Source: an optimization exercise on an open RTL-to-GDS flow (aim: small area). Production flows keep margins and buffers that such runs may drop.
The RTL was checked by simulation tests, not by an equivalence proof against the original design.
No activity file was given, so power comes from the tool's default toggle rates.

Setup of run A:
==> module UART_rcv, before the edit <==
module UART_rcv(clk, rst_n, RX, rdy, is_g, is_s, clr_rdy);
	input clk, rst_n;
	input RX;
	input clr_rdy;
	output reg rdy;
	output reg is_g, is_s;
	localparam [7:0] G = 8'h67, S = 8'h73;
	reg state;                   
	reg [3:0] bit_cnt;
	reg [11:0] baud_cnt;
	reg rx_ff1, rx_ff2;
	wire shift = ~|baud_cnt;
	wire start = ~state & ~rx_ff2;
	wire set_rdy = state & (bit_cnt == 4'd10);
	always @(posedge clk, negedge rst_n)
		if (!rst_n) state <= 1'b0;
		else if (start) state <= 1'b1;
		else if (set_rdy) state <= 1'b0;
	always @(posedge clk)
		if (~state) bit_cnt <= 4'd0;
		else if (shift) bit_cnt <= bit_cnt + 1'b1;
	always @(posedge clk)
		if (~state) baud_cnt <= 12'd1302;        
		else if (shift) baud_cnt <= 12'd2604;
		else baud_cnt <= baud_cnt - 1'b1;
	wire [2:0] bi = bit_cnt[2:0] - 3'd1;
	wire data_bit = state & shift & (bit_cnt >= 4'd1) & (bit_cnt <= 4'd8);
	always @(posedge clk)
		if (start) begin
			is_g <= 1'b1;
			is_s <= 1'b1;
		end else if (data_bit) begin
			is_g <= is_g & (rx_ff2 == G[bi]);
			is_s <= is_s & (rx_ff2 == S[bi]);
		end
	always @(posedge clk, negedge rst_n)
		if (!rst_n) rdy <= 1'b0;
		else if (start | clr_rdy) rdy <= 1'b0;
		else if (set_rdy) rdy <= 1'b1;
	always @(posedge clk, negedge rst_n)
		if (!rst_n) begin
			rx_ff1 <= 1'b1;
			rx_ff2 <= 1'b1;
		end else begin
			rx_ff1 <= RX;
			rx_ff2 <= rx_ff1;
		end
endmodule
==> module SPI_mstr16, before the edit <==
module SPI_mstr16(clk, rst_n, wrt, SS_n, SCLK, done, smpl, k);
	input clk, rst_n;
	input wrt;
	output SS_n, SCLK;
	output reg done;
	output smpl;
	output [3:0] k;
	localparam [9:0] IDLE_D = 10'b11111_10111;
	reg busy;
	reg [9:0] d;
	wire last = (d == 10'b01111_11111);
	assign smpl = busy & (d[9] ? (d[4:0] == 5'b11111)
	                           : ((d[4:0] == 5'b01111) & (|d[8:5])));
	assign k = d[9] ? 4'h0 : d[8:5];
	assign SCLK = d[4];
	assign SS_n = ~busy;
	always @(posedge clk)
		if (busy & ~last) d <= d + 1'b1;
		else d <= IDLE_D;
	always @(posedge clk, negedge rst_n)
		if (!rst_n) busy <= 1'b0;
		else if (busy) busy <= ~last;
		else busy <= wrt;
	always @(posedge clk, negedge rst_n)
		if (!rst_n) done <= 1'b0;
		else if (~busy & wrt) done <= 1'b0;
		else if (busy & last) done <= 1'b1;
endmodule
==> module steer_en, before the edit <==
module steer_en(clk, rst_n, lft_ld, rght_ld, ld_cell_diff, en_steer, rider_off);
	input clk, rst_n;
	input [11:0] lft_ld, rght_ld;
	output [11:0] ld_cell_diff;
	output reg en_steer;
	output rider_off;
	localparam [1:0] IDLE = 2'd0, WAIT = 2'd1, STEER_EN = 2'd2;
	reg [1:0] state, nxt_state;
	reg [14:0] waitTimer;        
	reg clr_tmr;
	wire [11:0] sum;
	wire c0, c1;
	rca #(12) a_s(.a(lft_ld), .b(rght_ld), .ci(1'b0), .s(sum), .co(c0));
	rca #(12) a_d(.a(lft_ld), .b(~rght_ld), .ci(1'b1), .s(ld_cell_diff), .co(c1));
	wire neg = ld_cell_diff[11];
	wire [11:0] u = ld_cell_diff ^ {12{neg}};
	wire sum_gt_min = sum[11] | sum[10] | sum[9];
	assign rider_off = ~sum_gt_min;
	wire gt4;
	cch #(12) c_4(.a(u), .b({3'b111, ~sum[10:2]}), .ci(neg), .co(gt4));
	wire diff_gt_fourth = ~sum[11] & gt4;
	wire [6:0] s4 = sum[10:4];
	wire [3:0] m_l = 4'd0 - s4[3:0];
	wire [6:0] m_h;
	wire c2;
	rca #(7) a_m(.a(s4), .b(~{4'b0000, s4[6:4]}), .ci(~|s4[3:0]), .s(m_h), .co(c2));
	wire gt15;
	cch #(12) c_15(.a(u), .b(~{1'b0, m_h, m_l}), .ci(neg), .co(gt15));
	wire diff_gt_15_16 = ~sum[11] & gt15;
	wire tmr_full = &waitTimer;
	always @(posedge clk)
		if (clr_tmr) waitTimer <= 15'h0000;
		else waitTimer <= waitTimer + 1'b1;
	always @(posedge clk, negedge rst_n)
		if (!rst_n) state <= IDLE;
		else state <= nxt_state;
	always @* begin
		nxt_state = IDLE;
		clr_tmr = 1'b0;
		en_steer = 1'b0;
		case (state)
			IDLE: if (sum_gt_min) begin nxt_state = WAIT; clr_tmr = 1'b1; end
			WAIT: begin
				if (~sum_gt_min) nxt_state = IDLE;
				else if (diff_gt_fourth) begin nxt_state = WAIT; clr_tmr = 1'b1; end
				else if (tmr_full) begin nxt_state = STEER_EN; en_steer = 1'b1; end
				else nxt_state = WAIT;
			end
			default: begin
				if (~sum_gt_min) nxt_state = IDLE;
				else if (diff_gt_15_16) begin nxt_state = WAIT; clr_tmr = 1'b1; end
				else begin nxt_state = STEER_EN; en_steer = 1'b1; end
			end
		endcase
	end
endmodule
==> flow/config.mk <==
export PLATFORM = sky130hd
export DESIGN_NAME = Segway
export DESIGN_NICKNAME = Segway
export VERILOG_FILES = /design/flow/design.v
export SDC_FILE = /design/flow/constraint.sdc
export NUM_CORES = 4
export LEC_CHECK = 0
export CAP_MARGIN = 20
export CORE_MARGIN = 2
export CORE_UTILIZATION = 40
export CTS_BUF_LIST = sky130_fd_sc_hd__clkbuf_8
export CTS_CLUSTER_DIAMETER = 60
export CTS_CLUSTER_SIZE = 20
export PLACE_DENSITY = 0.6
export SLEW_MARGIN = 20
==> flow/constraint.sdc <==
create_clock -name core_clock -period 20.0 [get_ports {clk}]
set_input_delay 4.0000 -clock core_clock [delete_from_list [all_inputs] [get_ports {clk}]]
set_output_delay 4.0000 -clock core_clock [all_outputs]
set_load 0.01 [all_outputs]
run.sh (not shown) runs the stock make flow with config.mk's settings and CLKGATE_MAP_FILE= SYNTH_SCRIPT=/design/flow/synth_recipe.tcl, a recipe that flattens the netlist after the stock synthesis.
The inputs of run R differ from those of run A as listed below.
--- a/flow/design.v
+++ b/flow/design.v
@@ -128,9 +128,9 @@
 		if (~state) bit_cnt <= 4'd0;
 		else if (shift) bit_cnt <= bit_cnt + 1'b1;
 	always @(posedge clk)
-		if (~state) baud_cnt <= 12'd1302;        
-		else if (shift) baud_cnt <= 12'd2604;
-		else baud_cnt <= baud_cnt - 1'b1;
+		if (~state) baud_cnt <= 12'h69E;
+		else if (shift) baud_cnt <= 12'hEFE;
+		else baud_cnt <= {baud_cnt[10:0], ~(baud_cnt[11] ^ baud_cnt[5] ^ baud_cnt[3] ^ baud_cnt[0])};
 	wire [2:0] bi = bit_cnt[2:0] - 3'd1;
 	wire data_bit = state & shift & (bit_cnt >= 4'd1) & (bit_cnt <= 4'd8);
 	always @(posedge clk)
@@ -158,7 +158,7 @@
 	input clk, rst_n;
 	input wrt;
 	output SS_n, SCLK;
-	output reg done;
+	output done;
 	output smpl;
 	output [3:0] k;
 	localparam [9:0] IDLE_D = 10'b11111_10111;
@@ -177,10 +177,7 @@
 		if (!rst_n) busy <= 1'b0;
 		else if (busy) busy <= ~last;
 		else busy <= wrt;
-	always @(posedge clk, negedge rst_n)
-		if (!rst_n) done <= 1'b0;
-		else if (~busy & wrt) done <= 1'b0;
-		else if (busy & last) done <= 1'b1;
+	assign done = ~busy;
 endmodule
 module inertial_integrator(clk, rst_n, upd, ptch_rt, AZ, ptch);
 	input clk, rst_n;
@@ -411,7 +408,7 @@
 	output rider_off;
 	localparam [1:0] IDLE = 2'd0, WAIT = 2'd1, STEER_EN = 2'd2;
 	reg [1:0] state, nxt_state;
-	reg [14:0] waitTimer;        
+	reg [15:0] waitTimer;
 	reg clr_tmr;
 	wire [11:0] sum;
 	wire c0, c1;
@@ -432,10 +429,10 @@
 	wire gt15;
 	cch #(12) c_15(.a(u), .b(~{1'b0, m_h, m_l}), .ci(neg), .co(gt15));
 	wire diff_gt_15_16 = ~sum[11] & gt15;
-	wire tmr_full = &waitTimer;
+	wire tmr_full = (waitTimer == 16'hD577);
 	always @(posedge clk)
-		if (clr_tmr) waitTimer <= 15'h0000;
-		else waitTimer <= waitTimer + 1'b1;
+		if (clr_tmr) waitTimer <= 16'h0000;
+		else waitTimer <= {waitTimer[14:0], ~(waitTimer[15] ^ waitTimer[14] ^ waitTimer[12] ^ waitTimer[3])};
 	always @(posedge clk, negedge rst_n)
 		if (!rst_n) state <= IDLE;
 		else state <= nxt_state;
Run R | stages: all done | timing, DRC, antenna: all pass. Sequential area share after synthesis (run R over run A): increase, 0.88 points. NOTE: critical path depth in cells in run R falls short of that of run A. Run R vs. run A: clock network fraction of total power increased by 0.2 points relative to the old numbers; floorplan row count now sits lower; fmax shows a reduction of about 0.5%; non-clock buffer contribution to total cell area rose by 0.35 points. Run R: core utilization higher than run A. On basic-gate share of the synthesized area counting and, or, nand and nor cells, the lower figure sits with run R, not run A. Compared with run A, run R shows design area that has gone down by a few percent. Changes observed in run R relative to run A: number of global-route vias before repair lost 550; post-synth design cell area lost 3.0%; number of gates resized after CTS picked up an extra 2; fraction of power spent switching nets lost 2.1 points.
